Source: an optimization exercise on an open RTL-to-GDS flow (aim: small area). Production flows keep margins and buffers that such runs may drop.
The RTL was checked by simulation tests, not by an equivalence proof against the original design.
Power figures rest on the tool's default switching activity, not on a simulated workload.

<file path="flow/config.mk">
export PLATFORM = sky130hd
export DESIGN_NAME = digital_lock
export DESIGN_NICKNAME = digital_lock
export VERILOG_FILES = /design/flow/design.v
export SDC_FILE = /design/flow/constraint.sdc
export NUM_CORES = 4
export LEC_CHECK = 0
export CAP_MARGIN = 20
export CORE_MARGIN = 2
export CORE_UTILIZATION = 40
export SLEW_MARGIN = 20
</file>
<file path="flow/run.sh">
#!/bin/bash
# synth_recipe.tcl (not shown) runs the flow's synth.tcl, then flattens the netlist and writes it again
# the make line also repeats each setting of config.mk as NAME=value (left out here)
make -C /OpenROAD-flow-scripts/flow DESIGN_CONFIG=/design/flow/config.mk WORK_HOME=/design/flow/orfs CLKGATE_MAP_FILE= SYNTH_SCRIPT=/design/flow/synth_recipe.tcl finish
</file>
<file path="flow/design.v">
module digital_lock #(
	parameter	width = 4,  
	parameter	tick_cycles = 250  
)(
	input 				clock,
	input 				reset,
	input				[3:0] key,
	output reg		[6:0] HEX0,
	output reg		[6:0] HEX1,
	output reg		[6:0] HEX2,
	output reg		[6:0] HEX3,
	output reg		[6:0] HEX4,
	output reg		[6:0] HEX5,
	output reg 			LOCK_STATE,
	output reg 			UNLOCK_STATE,
	output reg 			ORIGIN_STATE,
	output reg 			SECOND_STATE,
	output reg 			THIRD_STATE
);
reg	[6:0] state;
reg 	 		key0_last;
reg	 		key1_last;
reg	 		key2_last;
reg	 		key3_last;
localparam	UNLOCKED		=	7'b0000000;
localparam	LOCKED		=	7'b0000001;
localparam	ORIGIN		=	7'b0000010;
localparam	SECOND		=	7'b0000100;
localparam	THIRD			= 	7'b0001000;
localparam	LOCKING		=	7'b0010000;
localparam	UNLOCKING	=	7'b0100000;
reg	[2*width-1:0]	password_origin;  
reg	[2*width-1:0]	password_second;  
reg	[2*width-1:0]	password_unlock; 
reg 	[27:0]			counter;                   
wire [1:0] x1 = 2'b00;	 
wire [1:0] x2 = 2'b01;	 
wire [1:0] x3 = 2'b10;	 
wire [1:0] x4 = 2'b11;	 
integer i,s,t;
integer i_e,s_e,t_e; 
reg [3:0] t_h;			 
wire [3:0] timecount = t_h;
always @ (posedge clock) begin 
		if (!reset) begin 
			counter				<= 28'd0;  
			password_origin 	<= 0; 
			password_second	<= 0;
			password_unlock	<=	0;
			t_h			 		<= 4'b0;	
			state					<= 7'b0000000;
			i						 = 0;
			s						 = 0;
			t						 = 0;
			s_e					<= 1'b0;
			t_e					<= 1'b0;
			LOCK_STATE	<= 1'b1;  
			UNLOCK_STATE<= 1'b1;
			ORIGIN_STATE<= 1'b1;
			SECOND_STATE<= 1'b1;
			THIRD_STATE <= 1'b1;
		end
		else begin 
			if (counter < tick_cycles - 1)
				counter			<= counter + 1'b1;
			else begin 
				counter 			<= 28'd0;
				t_h		<= timecount + 4'b0001;  
			end 
			key0_last			<= key[0];
			key1_last			<= key[1];
			key2_last			<= key[2];
			key3_last			<= key[3];
			case (state) 
				UNLOCKED 	: begin 
					LOCK_STATE	<= 1'b0;
					UNLOCK_STATE<= 1'b1;
					ORIGIN_STATE<= 1'b0;
					SECOND_STATE<= 1'b0;
					THIRD_STATE <= 1'b0;
					if (key0_last && ~key[0]) begin  
						HEX5		<= 7'b1111111;
						HEX4		<= 7'b1111111;
						HEX3		<= 7'b1111111;
						HEX2		<= 7'b1111111;
						HEX1		<= 7'b1111111;
						HEX0		<= 7'b1111111;
						s_e		<= 1'b0;
						t_h		<= 4'b0;  
						state		<= ORIGIN;  
					end
					else if (s_e == 1'b1) begin 
						HEX5		<= 7'b0000110;
						HEX4		<= 7'b0101111;
						HEX3		<= 7'b0101111;
						HEX2		<= 7'b0100011;
						HEX1		<= 7'b0101111;
						HEX0		<= 7'b1111111;
					end
					else begin 
						HEX5		<= 7'b1000001;
						HEX4		<= 7'b0101011;
						HEX3		<= 7'b1000111;
						HEX2		<= 7'b0100011;
						HEX1		<= 7'b0100111;
						HEX0		<= 7'b0000101;
						state		<= UNLOCKED;  
					end
				end
				ORIGIN		: begin	 
					LOCK_STATE	<= 1'b0;
					UNLOCK_STATE<= 1'b0;
					ORIGIN_STATE<= 1'b1;
					SECOND_STATE<= 1'b0;
					THIRD_STATE <= 1'b0;							 
					if 		  (i == width && key1_last && ~key[1]) begin  
						HEX5		<= 7'b1111111;
						HEX4		<= 7'b1111111;
						HEX3		<= 7'b1111111;
						HEX2		<= 7'b1111111;
						HEX1		<= 7'b1111111;
						HEX0		<= 7'b1111111;
						t_h		<= 4'b0;	  
						i			 = 0;	  
						state		<= SECOND;	 
					end
					else if 	  (t_h > 4'b0101 ) begin  
						t_h		<= 4'b0;
						state		<= UNLOCKED;  
					end
					else begin 
						if 	  (key0_last && ~key[0]) begin   
							password_origin [2 * i +:2] <= x1;  
							i	= i + 1;  
						end
						else if (key1_last && ~key[1]) begin 
							password_origin [2 * i +:2] <= x2;  
							i	= i + 1;
						end
						else if (key2_last && ~key[2]) begin 
							password_origin [2 * i +:2] <= x3;
							i	= i + 1;
						end
						else if (key3_last && ~key[3]) begin 
							password_origin [2 * i +:2] <= x4;
							i	= i + 1;
						end
						else begin
							if 	  (i	== 1) begin 
								if 	  (password_origin [2 * (i-1) +:2] == x1) begin 
									HEX5		<= 7'b1111001;
								end
								else if (password_origin [2 * (i-1) +:2] == x2) begin 
									HEX5		<= 7'b0100100;
								end
								else if (password_origin [2 * (i-1) +:2] == x3) begin 
									HEX5		<= 7'b0110000;
								end
								else if (password_origin [2 * (i-1) +:2] == x4) begin 
									HEX5		<= 7'b0011001;
								end
								else begin 
									HEX5		<= 7'b1111111;
								end
							end
							else if (i	== 2) begin 
								if 	  (password_origin [2 * (i-1) +:2] == x1) begin 
									HEX4		<= 7'b1111001;
								end
								else if (password_origin [2 * (i-1) +:2] == x2) begin 
									HEX4		<= 7'b0100100;
								end
								else if (password_origin [2 * (i-1) +:2] == x3) begin 
									HEX4		<= 7'b0110000;
								end
								else if (password_origin [2 * (i-1) +:2] == x4) begin 
									HEX4		<= 7'b0011001;
								end
								else begin 
									HEX4		<= 7'b1111111;
								end
							end
							else if (i	== 3) begin 
								if 	  (password_origin [2 * (i-1) +:2] == x1) begin 
									HEX3		<= 7'b1111001;
								end
								else if (password_origin [2 * (i-1) +:2] == x2) begin 
									HEX3		<= 7'b0100100;
								end
								else if (password_origin [2 * (i-1) +:2] == x3) begin 
									HEX3		<= 7'b0110000;
								end
								else if (password_origin [2 * (i-1) +:2] == x4) begin 
									HEX3		<= 7'b0011001;
								end
								else begin 
									HEX3		<= 7'b1111111;
								end
							end
							else if (i	== 4) begin 
								if 	  (password_origin [2 * (i-1) +:2] == x1) begin 
									HEX2		<= 7'b1111001;
								end
								else if (password_origin [2 * (i-1) +:2] == x2) begin 
									HEX2		<= 7'b0100100;
								end
								else if (password_origin [2 * (i-1) +:2] == x3) begin 
									HEX2		<= 7'b0110000;
								end
								else if (password_origin [2 * (i-1) +:2] == x4) begin 
									HEX2		<= 7'b0011001;
								end
								else begin 
									HEX2		<= 7'b1111111;
								end
							end
							else if (i	== 5) begin 
								HEX1		<= 7'b1111111;  
							end
							else if (i	== 6) begin 
								HEX0		<= 7'b1111111;  
							end
							else begin 
								HEX5		<= 7'b1111111;
								HEX4		<= 7'b1111111;
								HEX3		<= 7'b1111111;
								HEX2		<= 7'b1111111;
								HEX1		<= 7'b1111111;
								HEX0		<= 7'b1111111;
							end
						end
					end
				end
				SECOND		: begin   
					LOCK_STATE	<= 1'b0;
					UNLOCK_STATE<= 1'b0;
					ORIGIN_STATE<= 1'b0;
					SECOND_STATE<= 1'b1;
					THIRD_STATE <= 1'b0;						  
					if 		  (s == width && key1_last && ~key[1]) begin  
						HEX5		<= 7'b1111111;
						HEX4		<= 7'b1111111;
						HEX3		<= 7'b1111111;
						HEX2		<= 7'b1111111;
						HEX1		<= 7'b1111111;
						HEX0		<= 7'b1111111;
						t_h		<= 4'b0;
						s			 = 0;  
						state 	<= LOCKING;  
					end
					else if (t_h > 4'b0101 ) begin  
						t_h		<= 4'b0;
						state		<= UNLOCKED;  
					end
					else begin 
						if 	  (key0_last && ~key[0]) begin   
							password_second [2 * s +:2] <= x1;
							s	= s + 1;
						end
						else if (key1_last && ~key[1]) begin 
							password_second [2 * s +:2] <= x2;
							s	= s + 1;
						end
						else if (key2_last && ~key[2]) begin 
							password_second [2 * s +:2] <= x3;
							s	= s + 1;
						end
						else if (key3_last && ~key[3]) begin 
							password_second [2 * s +:2] <= x4;
							s	= s + 1;
						end
						else begin
							if 	  (s	== 1) begin 
								if 	  (password_second [2 * (s-1) +:2] == x1) begin 
									HEX5		<= 7'b1111001;
								end
								else if (password_second [2 * (s-1) +:2] == x2) begin 
									HEX5		<= 7'b0100100;
								end
								else if (password_second [2 * (s-1) +:2] == x3) begin 
									HEX5		<= 7'b0110000;
								end
								else if (password_second [2 * (s-1) +:2] == x4) begin 
									HEX5		<= 7'b0011001;
								end
								else begin 
									HEX5		<= 7'b1111111;
								end
							end
							else if (s	== 2) begin 
								if 	  (password_second [2 * (s-1) +:2] == x1) begin 
									HEX4		<= 7'b1111001;
								end
								else if (password_second [2 * (s-1) +:2] == x2) begin 
									HEX4		<= 7'b0100100;
								end
								else if (password_second [2 * (s-1) +:2] == x3) begin 
									HEX4		<= 7'b0110000;
								end
								else if (password_second [2 * (s-1) +:2] == x4) begin 
									HEX4		<= 7'b0011001;
								end
								else begin 
									HEX4		<= 7'b1111111;
								end
							end
							else if (s	== 3) begin 
								if 	  (password_second [2 * (s-1) +:2] == x1) begin 
									HEX3		<= 7'b1111001;
								end
								else if (password_second [2 * (s-1) +:2] == x2) begin 
									HEX3		<= 7'b0100100;
								end
								else if (password_second [2 * (s-1) +:2] == x3) begin 
									HEX3		<= 7'b0110000;
								end
								else if (password_second [2 * (s-1) +:2] == x4) begin 
									HEX3		<= 7'b0011001;
								end
								else begin 
									HEX3		<= 7'b1111111;
								end
							end
							else if (s	== 4) begin 
								if 	  (password_second [2 * (s-1) +:2] == x1) begin 
									HEX2		<= 7'b1111001;
								end
								else if (password_second [2 * (s-1) +:2] == x2) begin 
									HEX2		<= 7'b0100100;
								end
								else if (password_second [2 * (s-1) +:2] == x3) begin 
									HEX2		<= 7'b0110000;
								end
								else if (password_second [2 * (s-1) +:2] == x4) begin 
									HEX2		<= 7'b0011001;
								end
								else begin 
									HEX2		<= 7'b1111111;
								end
							end
							else if (s	== 5) begin 
								HEX1		<= 7'b1111111;  
							end
							else if (s	== 6) begin 
								HEX0		<= 7'b1111111;  
							end
							else begin 
								HEX5		<= 7'b1111111;
								HEX4		<= 7'b1111111;
								HEX3		<= 7'b1111111;
								HEX2		<= 7'b1111111;
								HEX1		<= 7'b1111111;
								HEX0		<= 7'b1111111;
							end
						end
					end
				end 
				LOCKING		: begin  
					if (password_origin	== password_second) begin 
						state				<= LOCKED; 
					end
					else begin 
						s_e				<= 1'b1;
						state				<= UNLOCKED;  
					end
				end
				LOCKED		: begin 
					LOCK_STATE	<= 1'b1;
					UNLOCK_STATE<= 1'b0;
					ORIGIN_STATE<= 1'b0;
					SECOND_STATE<= 1'b0;
					THIRD_STATE <= 1'b0; 
					if (key3_last && ~key[3]) begin   
						HEX5		<= 7'b1111111;
						HEX4		<= 7'b1111111;
						HEX3		<= 7'b1111111;
						HEX2		<= 7'b1111111;
						HEX1		<= 7'b1111111;
						HEX0		<= 7'b1111111;
						t_h		<= 4'b0; 
						state		<= THIRD; 
					end
					else if (t_e == 1'b1) begin 
						HEX5		<= 7'b0000110;
						HEX4		<= 7'b0101111;
						HEX3		<= 7'b0101111;
						HEX2		<= 7'b0100011;
						HEX1		<= 7'b0101111;
						HEX0		<= 7'b1111111;
					end
					else begin 
						HEX5		<= 7'b1000111;
						HEX4		<= 7'b0100011;
						HEX3		<= 7'b0100111;
						HEX2		<= 7'b0000101;
						HEX1		<= 7'b1111111;
						HEX0		<= 7'b1111111;
						state		<= LOCKED; 
					end
				end
				THIRD			: begin  
					LOCK_STATE	<= 1'b0;
					UNLOCK_STATE<= 1'b0;
					ORIGIN_STATE<= 1'b0;
					SECOND_STATE<= 1'b0;
					THIRD_STATE <= 1'b1;						 
					if (t == width && key1_last && ~key[1]) begin  
						HEX5		<= 7'b1111111;
						HEX4		<= 7'b1111111;
						HEX3		<= 7'b1111111;
						HEX2		<= 7'b1111111;
						HEX1		<= 7'b1111111;
						HEX0		<= 7'b1111111;
						t_h		<= 4'b0;
						t			 = 0; 
						state 	<= UNLOCKING; 
					end
					else if 	  (t_h > 4'b0101 ) begin  
						state		<= LOCKED; 
					end
					else begin
						if 	  (key0_last && ~key[0]) begin  
							password_unlock [2 * t +:2] <= x1;
							t = t + 1;
						end
						else if (key1_last && ~key[1]) begin 
							password_unlock [2 * t +:2] <= x2;
							t = t + 1;
						end
						else if (key2_last && ~key[2]) begin 
							password_unlock [2 * t +:2] <= x3;
							t = t + 1;
						end
						else if (key3_last && ~key[3]) begin 
							password_unlock [2 * t +:2] <= x4;
							t = t + 1;
						end
						else begin
							if 	  (t	== 1) begin 
								if 	  (password_unlock [2 * (t-1) +:2] == x1) begin 
									HEX5		<= 7'b1111001;
								end
								else if (password_unlock [2 * (t-1) +:2] == x2) begin 
									HEX5		<= 7'b0100100;
								end
								else if (password_unlock [2 * (t-1) +:2] == x3) begin 
									HEX5		<= 7'b0110000;
								end
								else if (password_unlock [2 * (t-1) +:2] == x4) begin 
									HEX5		<= 7'b0011001;
								end
								else begin 
									HEX5		<= 7'b1111111;
								end
							end
							else if (t	== 2) begin 
								if 	  (password_unlock [2 * (t-1) +:2] == x1) begin 
									HEX4		<= 7'b1111001;
								end
								else if (password_unlock [2 * (t-1) +:2] == x2) begin 
									HEX4		<= 7'b0100100;
								end
								else if (password_unlock [2 * (t-1) +:2] == x3) begin 
									HEX4		<= 7'b0110000;
								end
								else if (password_unlock [2 * (t-1) +:2] == x4) begin 
									HEX4		<= 7'b0011001;
								end
								else begin 
									HEX4		<= 7'b1111111;
								end
							end
							else if (t	== 3) begin 
								if 	  (password_unlock [2 * (t-1) +:2] == x1) begin 
									HEX3		<= 7'b1111001;
								end
								else if (password_unlock [2 * (t-1) +:2] == x2) begin 
									HEX3		<= 7'b0100100;
								end
								else if (password_unlock [2 * (t-1) +:2] == x3) begin 
									HEX3		<= 7'b0110000;
								end
								else if (password_unlock [2 * (t-1) +:2] == x4) begin 
									HEX3		<= 7'b0011001;
								end
								else begin 
									HEX3		<= 7'b1111111;
								end
							end
							else if (t	== 4) begin 
								if 	  (password_unlock [2 * (t-1) +:2] == x1) begin 
									HEX2		<= 7'b1111001;
								end
								else if (password_unlock [2 * (t-1) +:2] == x2) begin 
									HEX2		<= 7'b0100100;
								end
								else if (password_unlock [2 * (t-1) +:2] == x3) begin 
									HEX2		<= 7'b0110000;
								end
								else if (password_unlock [2 * (t-1) +:2] == x4) begin 
									HEX2		<= 7'b0011001;
								end
								else begin 
									HEX2		<= 7'b1111111;
								end
							end
							else if (t	== 5) begin 
								HEX1		<= 7'b1111111;  
							end
							else if (t	== 6) begin 
								HEX0		<= 7'b1111111;  
							end
							else begin 
								HEX5		<= 7'b1111111;
								HEX4		<= 7'b1111111;
								HEX3		<= 7'b1111111;
								HEX2		<= 7'b1111111;
								HEX1		<= 7'b1111111;
								HEX0		<= 7'b1111111;
							end
						end
					end
				end
				UNLOCKING	: begin  
					if (password_unlock	==	password_origin) begin 
						state 			<= UNLOCKED; 
					end
					else begin 
						t_e				<= 1'b1;
						state				<= LOCKED; 
					end
				end 
				default state			<= UNLOCKED; 
			endcase
		end
end
endmodule
</file>
<file path="flow/constraint.sdc">
create_clock -name core_clock -period 10.0 [get_ports {clock}]
set_input_delay 2.0000 -clock core_clock [delete_from_list [all_inputs] [get_ports {clock}]]
set_output_delay 2.0000 -clock core_clock [all_outputs]
set_load 0.01 [all_outputs]
</file>
==> notes.md <==
Detailed Place HPWL=slightly above 30 mm; antenna violation net count after detailed routing=0; static leakage=0.00580 uW; ratio of routed vias to standard cells=6.13; transition at the pin with the smallest max-transition slack=roughly 1.2 ns; worst-case headroom to the max-slew limit=23.1%; maximum cell stage delay along the critical path=approximately 0.82 ns; antenna violations before repair=0; number of pins exceeding their max-slew limit in the final report=0; Bufs on Longest Clock Path=3; total power per unit cell area=122 nW/um2; data required time at the worst endpoint=10.15 ns; Die Area=36300 um2; post-synthesis cell type count=83; Clock Tree Root=sky130_fd_sc_hd__clkbuf_16; top cell type's share of synthesized area=roughly a quarter; layout overhead on the synthesized area=10.5%; number of sinks on the clock net=around 200; leading area contributor after synthesis=sky130_fd_sc_hd__dfxtp_1; list of cells traversed by the critical path=clkdlybuf4s50_1 > nor2b_1 > nand4_1 > nor4_1 > nor2_1 > nor2_1 > a31o_2 > o211ai_1 > a211oi_1; Worst R2R Start=s[0]; leading cell types in the layout, fill and taps excluded=sky130_fd_sc_hd__nor2_1 (196), sky130_fd_sc_hd__dfxtp_1 (166), sky130_fd_sc_hd__nand2_1 (151); slowest cell on the critical path=sky130_fd_sc_hd__a211oi_1; number of buffers created by CTS=24; power dissipated by switching net loads=between 400 and 500 uW; Critical Setup Path Class=in -> reg; share of async-settable or async-resettable flops after synthesis=0%; combinational power share=5.1%; Post-Synthesis Cells=1844; setup slack of the worst register-to-register path=around 5.3 ns; vias post-DR=between 10000 and 15000; number of antenna repair diodes=0; sequential-to-total area share from yosys stat=31.5%; count of pins on the block boundary=53; clock latency of the later-clocked register in the worst-skew pair=about 0.54 ns; number of max-capacitance violations reported=0; post-CTS setup repair buffer count=0; length of the first detailed-routing pass in iterations=6; weighted congestion at the end of routability-driven global placement=0.912; share of the cycle needed by the critical path after routing=between 50% and 60%; YS warnings=1; hold path startpoint=SECOND_STATE; Setup crit start kind=input pin; most frequent cell on the critical path=sky130_fd_sc_hd__nor2_1; cell internal pwr=between 1000 and 1500 uW; setup TNS after final layout=0 ns; maximum operating frequency=between 0.15 and 0.2 GHz; count of cells along the worst hold path=2; instance area at placement=approximately 15000 um2; number of failing setup endpoints in the final timing report=0; Final min period=5.23 ns; iteration-0 DRC count of the detailed router=1299; GR Overflow Total=0; post-route design area=15400 um2; via count of the first global-routing pass=12800; clock-pin transition on the worst setup and hold timing paths=0.06 ns; run status=complete, no violations; syn_area_per_cell=7.54 um2; Final Net Count=around 1800; top area cells in the synthesized netlist=sky130_fd_sc_hd__dfxtp_1 (24%), sky130_fd_sc_hd__edfxtp_1 (7.6%), sky130_fd_sc_hd__nor2_1 (5.3%), sky130_fd_sc_hd__a21oi_1 (5.1%), sky130_fd_sc_hd__nand2_1 (4.1%); number of filler instances in the final layout=3496; clock network fraction of design power=about half; Die X-Extent=190 um; relative contribution of sequential cells to total power=between 40 and 50%; H-tree depth reported by CTS=1; detailed-route wire length per cell=19.0 um; combined area of all synthesized cells=13900 um2; overall die height=between 150 and 200 um; arrival time at the worst endpoint=around 5.4 ns; maximum number of pins on one net before global-route repair=49; final setup skew=roughly 0.011 ns; final hold violations=0; maximum resistive drop on vdd=0.000115 V; unrepaired setup endpoints after global routing=no; peak fanout along the critical path=10; wire length reported by the detailed router=43.0 mm; number of rows created at floorplan=68; post-layout total power=between 1500 and 2000 uW; primary flip-flop cell chosen by synthesis mapping=sky130_fd_sc_hd__dfxtp_1; count of state elements after synthesis=201; number of flops mapped to enable cells by yosys=35; TritonCTS clock tree=yes; global-route wire length before repair=around 70 mm; crit end category=flop; count of buffers inserted at the top-level ports=46; starting density of the core=40.5%; GRT Total Usage=about a quarter; depth of the worst register-to-register path=10; number of resized instances in the post-cts repair step=0; Hold WC Path Type=reg -> reg; DRC violations left=0; ratio of cells with drive above 1 in the final layout=under 10%; critical register-to-register path endpoint=password_second[7]; most frequent standard cell in the layout excluding fill and tap cells=sky130_fd_sc_hd__nor2_1; switching share of power=23.2%; WHS Endpoint=SECOND_STATE; core footprint=34400 um2; hold buffers post-CTS=0
==> per-stage QoR <==
| step | instances | hold WS, ns | utilization (%) | worst slack, ns |
|---|---|---|---|---|
| 4_1_cts | 2271 | 0.476 | 44.7 | 4.87 |
| 5_1_grt | 2271 | 0.487 | 44.7 | 4.52 |
| 6_report | 2271 | 0.474 | 44.7 | 4.77 |
| 2_1_floorplan | 1869 | 0.430 | - | 5.49 |
| 3_3_place_gp | 2226 | 0.449 | 42.2 | 4.38 |
| 3_5_place_dp | 2227 | 0.464 | 42.2 | 4.31 |
==> how the worst max path moves through the flow <==
stage	from	to	slack (ns)	cells past startpoint
after floorplan	key[1]	HEX2[0]	5.49	9
after global placement	key[1]	HEX2[0]	4.38	9
after detailed placement	key[1]	HEX5[1]	4.31	9
after CTS	key[1]	HEX5[0]	4.87	9
after global routing	key[1]	HEX5[4]	4.52	9
final	key[1]	HEX5[0]	4.77	9
==> power groups by stage <==
stage | Sequential, uW | Combinational, uW | Clock (uW)
after global routing | 848 | 104 | 990
final | 847 | 95.7 | 940
after floorplan | 867 | 53.4 | 0
after CTS | 847 | 94.7 | 964
after detailed placement | 865 | 94.2 | 0
after global placement | 864 | 93.2 | 0
==> flip-flops by register name, indices dropped and copies added (netlist names), 2 cells and up <==
register,count
state,7
HEX4,7
counter,28
HEX1,2
t,32
HEX5,7
i,32
t_h,4
s,32
HEX3,7
HEX2,7
password_second,8
password_unlock,8
password_origin,8
==> cells by family after synthesis <==
kind of cell,count (synthesis),synth area share [%]
other,2,0.0540
adder cells (fa/ha/maj),29,2.61
AND/OR/NAND/NOR,847,31.9
AO/OA/AOI/OAI,458,21.3
XOR/XNOR,61,3.84
flip-flops,201,31.5
multiplexers,39,2.85
buffers and inverters,207,6.04
==> cells in the mapped netlist (12+ instances only) <==
cell and instances:
sky130_fd_sc_hd__a211oi_1 25, sky130_fd_sc_hd__a21o_1 14, sky130_fd_sc_hd__a21oi_1 142, sky130_fd_sc_hd__a31oi_1 23, sky130_fd_sc_hd__and2_1 22, sky130_fd_sc_hd__and3_1 31
sky130_fd_sc_hd__clkbuf_1 135, sky130_fd_sc_hd__dfxtp_1 166, sky130_fd_sc_hd__edfxtp_1 35, sky130_fd_sc_hd__ha_1 29, sky130_fd_sc_hd__inv_1 43, sky130_fd_sc_hd__mux2i_1 34
sky130_fd_sc_hd__nand2_1 151, sky130_fd_sc_hd__nand2b_1 12, sky130_fd_sc_hd__nand3_1 81, sky130_fd_sc_hd__nand3b_1 22, sky130_fd_sc_hd__nand4_1 52, sky130_fd_sc_hd__nor2_1 196
sky130_fd_sc_hd__nor2b_1 19, sky130_fd_sc_hd__nor3_1 82, sky130_fd_sc_hd__nor4_1 51, sky130_fd_sc_hd__o211ai_1 13, sky130_fd_sc_hd__o21ai_0 104, sky130_fd_sc_hd__or2_2 15
sky130_fd_sc_hd__or3_1 37, sky130_fd_sc_hd__or4_1 25, sky130_fd_sc_hd__xnor2_1 34, sky130_fd_sc_hd__xor2_1 27
==> critical path: cells and delay by family <==
kind	cells	cell delay (ns)
AND/OR/NAND/NOR	5	1.80
AO/OA/AOI/OAI	3	1.13
buffers and inverters	1	0.44
==> per-layer routing <==
layer	up-vias	part of all wire [%]	track usage (%)
met5	-	0	0
met4	0	3.0	8.50
met3	89	6.8	3.22
met2	536	46	38.3
met1	6593	44	31.5
li1	6696	-	-
==> layout make-up <==
cell class | count | area [um2] | area share (%)
clock buffer | 27 | 643 | 4.18
clock inverter | 17 | 211 | 1.38
inverter | 44 | 165 | 1.07
multi-input combinational | 1461 | 8800 | 57.3
sequential | 201 | 4370 | 28.5
tap | 455 | 569 | 3.70
timing repair buffer | 66 | 606 | 3.94

## afterwards: timing with drivers on the ports
The results above use ideal ports. As a check the final layout listed here was re-extracted and re-timed, cells and wires unchanged. Step 1 sets driving cells, clkbuf_16 on the clock port and buf_2 on the other inputs (assumed; they add their load-dependent delay and slew). Step 2, shift: input delay + t, output delay - t, t = (earliest + latest rising clock arrival at the registers) / 2. This alone moves slack from input paths to output paths. Three values: no drivers, after step 1, after step 2; two values: the first two.
t, ns: 0.583
setup slack, ns: 4.766 / 4.795 / 4.212
hold WS [ns]: 0.474 / 0.474 / 0.474
clock arrival spread, ns: 0.011 / 0.010
pins driven straight from the clock port: 1
After both steps setup and hold are still met in this run. The setup slack of this run moves by +0.029 ns with the drivers and by -0.554 ns with both steps.
